What follows belongs to an exercise in optimizing a design on an open flow for small area, a short achievable clock period and few clock cycles per item; a production flow would make more cautious choices.
RTL that was checked went through simulation tests only; none was proved equivalent to the original.

==> trial 33: inputs <==
Design division_float_32, start of the top module:
module division_float_32(clock, start, operand1, operand2, result, finish, illegal);
==> module division_float_32, before the edit <==
module division_float_32(clock, start, operand1, operand2, result, finish, illegal);
	input clock;
	input start;
	input [31:0] operand1, operand2;
	output [31:0] result;
	output finish;
	output illegal;
	wire [23:0] m1 = {1'b1, operand1[22:0]};
	wire [23:0] m2 = {1'b1, operand2[22:0]};
	reg  [25:0] d3;
	reg  [7:0]  exp_r;
	reg         unf_r, zero_r, sign_r;
	always @(posedge clock) begin
		d3     <= {1'b0, m2, 1'b0} + {2'b0, m2};
		exp_r  <= 8'd127 + operand1[30:23] - operand2[30:23];
		unf_r  <= ({1'b0, operand1[30:23]} + 9'd127) < {1'b0, operand2[30:23]};
		zero_r <= (operand1 == 32'd0);
		sign_r <= operand1[31] ^ operand2[31];
	end
	reg  [25:1] x;
	reg  [26:0] q;
	wire done = q[26];
	wire [26:0] c1 = {1'b0, x, 1'b0} - {3'b0, m2};
	wire [26:0] c2 = {1'b0, x, 1'b0} - {2'b0, m2, 1'b0};
	wire [26:0] c3 = {1'b0, x, 1'b0} - {1'b0, d3};
	wire ge1 = ~c1[26];
	wire ge2 = ~c2[26];
	wire ge3 = ~c3[26];
	wire [1:0] dig = ge3 ? 2'd3 : ge2 ? 2'd2 : ge1 ? 2'd1 : 2'd0;
	wire [23:0] w = ge3 ? c3[23:0] : ge2 ? c2[23:0] : ge1 ? c1[23:0] : {x[23:1], 1'b0};
	always @(posedge clock) begin
		if (start) begin
			x <= {1'b0, m1};
			q <= 27'd1;
		end else if (!done) begin
			x <= {w, 1'b0};
			q <= {q[24:0], dig};
		end
	end
	wire [24:0] Q = q[25:1];
	wire rnd = q[0] & (x[25:2] != 24'd0);
	wire [25:0] Qr = {1'b0, Q} + rnd;
	wire [22:0] frac = Qr[24] ? Qr[23:1] : Qr[22:0];
	wire [7:0] expo = unf_r ? 8'd0 : (Qr[24] ? exp_r : exp_r - 8'd1);
	assign result = zero_r ? 32'd0 : {sign_r, expo, frac};
	assign finish = done;
	assign illegal = (operand2 == 32'd0);
endmodule
Settings: LEC_CHECK=0, CAP_MARGIN=20, CORE_MARGIN=2, CORE_UTILIZATION=40, SLEW_MARGIN=20; clock period 5.5 ns.
run.sh (not shown) runs the stock make flow with config.mk's settings and CLKGATE_MAP_FILE= SYNTH_SCRIPT=/design/flow/synth_recipe.tcl, a recipe that flattens the netlist after the stock synthesis.
==> inputs of trial 75, as changes to trial 33 <==
==> flow/design.v (replaced) <==
module division_float_32(clock, start, operand1, operand2, result, finish, illegal);
	input clock;
	input start;
	input [31:0] operand1, operand2;
	output [31:0] result;
	output finish;
	output illegal;
	wire [23:0] m1 = {1'b1, operand1[22:0]};
	wire [23:0] m2 = {1'b1, operand2[22:0]};
	wire        big = operand1[22:0] >= operand2[22:0];    
	reg  [7:0]  exp_r;
	reg         zero_r, sign_r;
	reg  [22:0] d;
	always @(posedge clock) begin
		d <= operand2[22:0];
		exp_r  <= (({1'b0, operand1[30:23]} + 9'd127) < {1'b0, operand2[30:23]} || operand1 == 32'd0) ? 8'd0 :
		          operand1[30:23] + ~operand2[30:23] + 8'd127 + {7'd0, big};
		zero_r <= (operand1 == 32'd0);
		sign_r <= (operand1[31] ^ operand2[31]) & (operand1 != 32'd0);
	end
	function automatic [25:0] step(input [24:0] r, input [22:0] dd, input inj);
		reg [25:0] c;
		reg [31:0] gt, eq;
		reg [24:0] b;
		reg ge;
		reg [12:0] lo;
		reg [13:0] h0, h1, hi;
		integer i, s;
		begin
			gt = 0; eq = 0;
			c = {1'b0, r} - {2'b01, dd};
			step = c[25] ? {1'b0, r[23:0], inj} : {1'b1, c[23:0], inj};
		end
	endfunction
	reg  [24:0] r;
	reg  [22:0] L;
	reg  [3:0]  cnt;
	wire done = (cnt == 4'd12);
	wire [25:0] s0 = step(r, d, L[22]);
	wire [25:0] s1 = step(s0[24:0], d, L[21]);
	always @(posedge clock) begin
		if (start)
			r <= big ? {1'b0, m1} : {m1, 1'b0};
		else
			r <= s1[24:0];
		if (start) begin
			L   <= big ? {1'b0, m2[23:2]} : m2[23:1];
			cnt <= 4'd0;
		end else if (!done) begin
			L   <= {L[20:0], s0[25], s1[25]};
			cnt <= cnt + 4'd1;
		end
	end
	assign result = {sign_r, exp_r, L & {23{~zero_r}}};
	assign finish = done;
	assign illegal = (operand2 == 32'd0);
endmodule
ABC_AREA = 1   (was unset)
CORE_UTILIZATION = 55   (was 40)
==> inputs of build 19, as changes to trial 33 <==
==> flow/design.v (replaced) <==
module division_float_32(clock, start, operand1, operand2, result, finish, illegal);
	input clock;
	input start;
	input [31:0] operand1, operand2;
	output [31:0] result;
	output finish;
	output illegal;
	wire [23:0] m1 = {1'b1, operand1[22:0]};
	wire [23:0] m2 = {1'b1, operand2[22:0]};
	reg  [23:0] d1;
	reg  [25:0] d3;
	reg  [7:0]  exp_r;
	reg         unf_r, zero_r, sign_r;
	always @(posedge clock) begin
		d1     <= m2;
		d3     <= {1'b0, m2, 1'b0} + {2'b0, m2};
		exp_r  <= 8'd127 + operand1[30:23] - operand2[30:23];
		unf_r  <= ({1'b0, operand1[30:23]} + 9'd127) < {1'b0, operand2[30:23]};
		zero_r <= (operand1 == 32'd0);
		sign_r <= operand1[31] ^ operand2[31];
	end
	function automatic [25:0] digit(input [25:0] X, input [23:0] d, input [25:0] t);
		reg [26:0] c1, c2, c3;
		begin
			c1 = {1'b0, X} - {3'b0, d};
			c2 = {1'b0, X} - {2'b0, d, 1'b0};
			c3 = {1'b0, X} - {1'b0, t};
			if (!c3[26])      digit = {2'd3, c3[23:0]};
			else if (!c2[26]) digit = {2'd2, c2[23:0]};
			else if (!c1[26]) digit = {2'd1, c1[23:0]};
			else              digit = {2'd0, X[23:0]};
		end
	endfunction
	reg  [25:1] x;
	reg  [28:0] q;
	wire done = q[28];
	wire [25:0] s1 = digit({x, 1'b0}, d1, d3);
	wire [25:0] s2 = digit({s1[23:0], 2'b0}, d1, d3);
	always @(posedge clock) begin
		if (start) begin
			x <= {1'b0, m1};
			q <= 29'd1;
		end else if (!done) begin
			x <= {s2[23:0], 1'b0};
			q <= {q[24:0], s1[25:24], s2[25:24]};
		end
	end
	wire [24:0] Q = q[27:3];
	wire rnd = q[2] & ((q[1:0] != 2'd0) | (x[25:2] != 24'd0));
	wire [25:0] Qr = {1'b0, Q} + rnd;
	wire [22:0] frac = Qr[24] ? Qr[23:1] : Qr[22:0];
	wire [7:0] expo = unf_r ? 8'd0 : (Qr[24] ? exp_r : exp_r - 8'd1);
	assign result = zero_r ? 32'd0 : {sign_r, expo, frac};
	assign finish = done;
	assign illegal = (operand2 == 32'd0);
endmodule
==> run summary <==
                                                                                trial 33               build 19                  trial 75
Worst-path clk slew                                                              0.07 ns                0.06 ns                   0.06 ns
Fraction of standard cell area that is sequential                                  0.177                  0.116                     0.195
Post-detailed-placement half-perimeter wirelength                                22.6 mm                43.6 mm                   20.9 mm
Core Region                                                                 23,500 sq um           35,400 sq um              15,200 sq um
Global-route track usage on met1                                                   0.317                  0.413                     0.420
Die H                                                                             159 um                 193 um                    129 um
Final-layout fill cell count                                                       2,356                  3,070                     1,491
Post-synth top area share                                                          0.169                  0.173                     0.146
Number of flip-flops under the largest register name                                  27                     29                        25
Largest driver fanout on the critical path                                             5                      8                        30
Status                                                          timing/DRC/antenna clean        failed layout checks  timing/DRC/antenna clean
Layout check failures                                                                  -           setup timing                         -
Launch point of the worst hold path                                    q[1]$_SDFFE_PP0N_      q[3]$_SDFFE_PP0N_       cnt[2]$_SDFFE_PP0N_
Fraction of area in multi-input gates                                              0.626                  0.574                     0.560
R2r startpoint                                                            x[4]$_DFFE_PP_         x[4]$_DFFE_PP_             d[16]$_DFF_P_
Clock-cell share                                                                  0.0259                 0.0281                    0.0333
Most frequent cell after synthesis                               sky130_fd_sc_hd__nor2_1  sky130_fd_sc_hd__ha_1  sky130_fd_sc_hd__nand2_1
Met3 WL post-DR                                                                  1.43 mm                3.69 mm                   1.95 mm
TritonCTS Buffers                                                                      9                     17                         9
P&R area growth vs syn                                                             18.8%                  51.1%                     15.9%
Non-clk buf share                                                                  0.109                  0.234                     0.103
Number of different library cells in the post-synthesis netlist                       68                     99                        45
Ratio of cells with drive above 1 in the final layout                             0.0525                  0.316                    0.0435
Testbench counts of trial 75, summed over its fixed seeds: cycles 26,624, items 2,048.
The RTL of trial 33 and build 19 was laid out without a check of its function.

afterwards: timing with drivers on the ports:
No port has a modelled driver above. Below, the same layouts with a new extraction and two added sets of constraints. Step 1 (the two cells are an assumption about what drives the block):
set clk [get_ports {clock}]
set_driving_cell -lib_cell sky130_fd_sc_hd__clkbuf_16 $clk
set_driving_cell -lib_cell sky130_fd_sc_hd__buf_2 [delete_from_list [all_inputs] $clk]
Step 2, shift: input delay + t, output delay - t, t = (earliest + latest rising clock arrival at the registers) / 2. This alone moves slack from input paths to output paths. a / b / c = no drivers / after step 1 / after step 2; a / b = the first two.
run	t (ns)	setup slack, ns	latest minus earliest clock arrival (ns)	worst register clock-pin slew, ns
trial 33	0.401	0.202 / 0.154 / 0.312	0.015 / 0.015	0.07 / 0.07
trial 75	0.399	1.202 / 1.202 / 0.835	0.010 / 0.010	0.07 / 0.07
build 19	0.480	-0.215 / -0.215 / -0.215	0.008 / 0.009	0.06 / 0.06
For trial 75, which loses most, drivers alone change the setup slack by 0.000 ns; drivers and shift together by -0.367 ns.
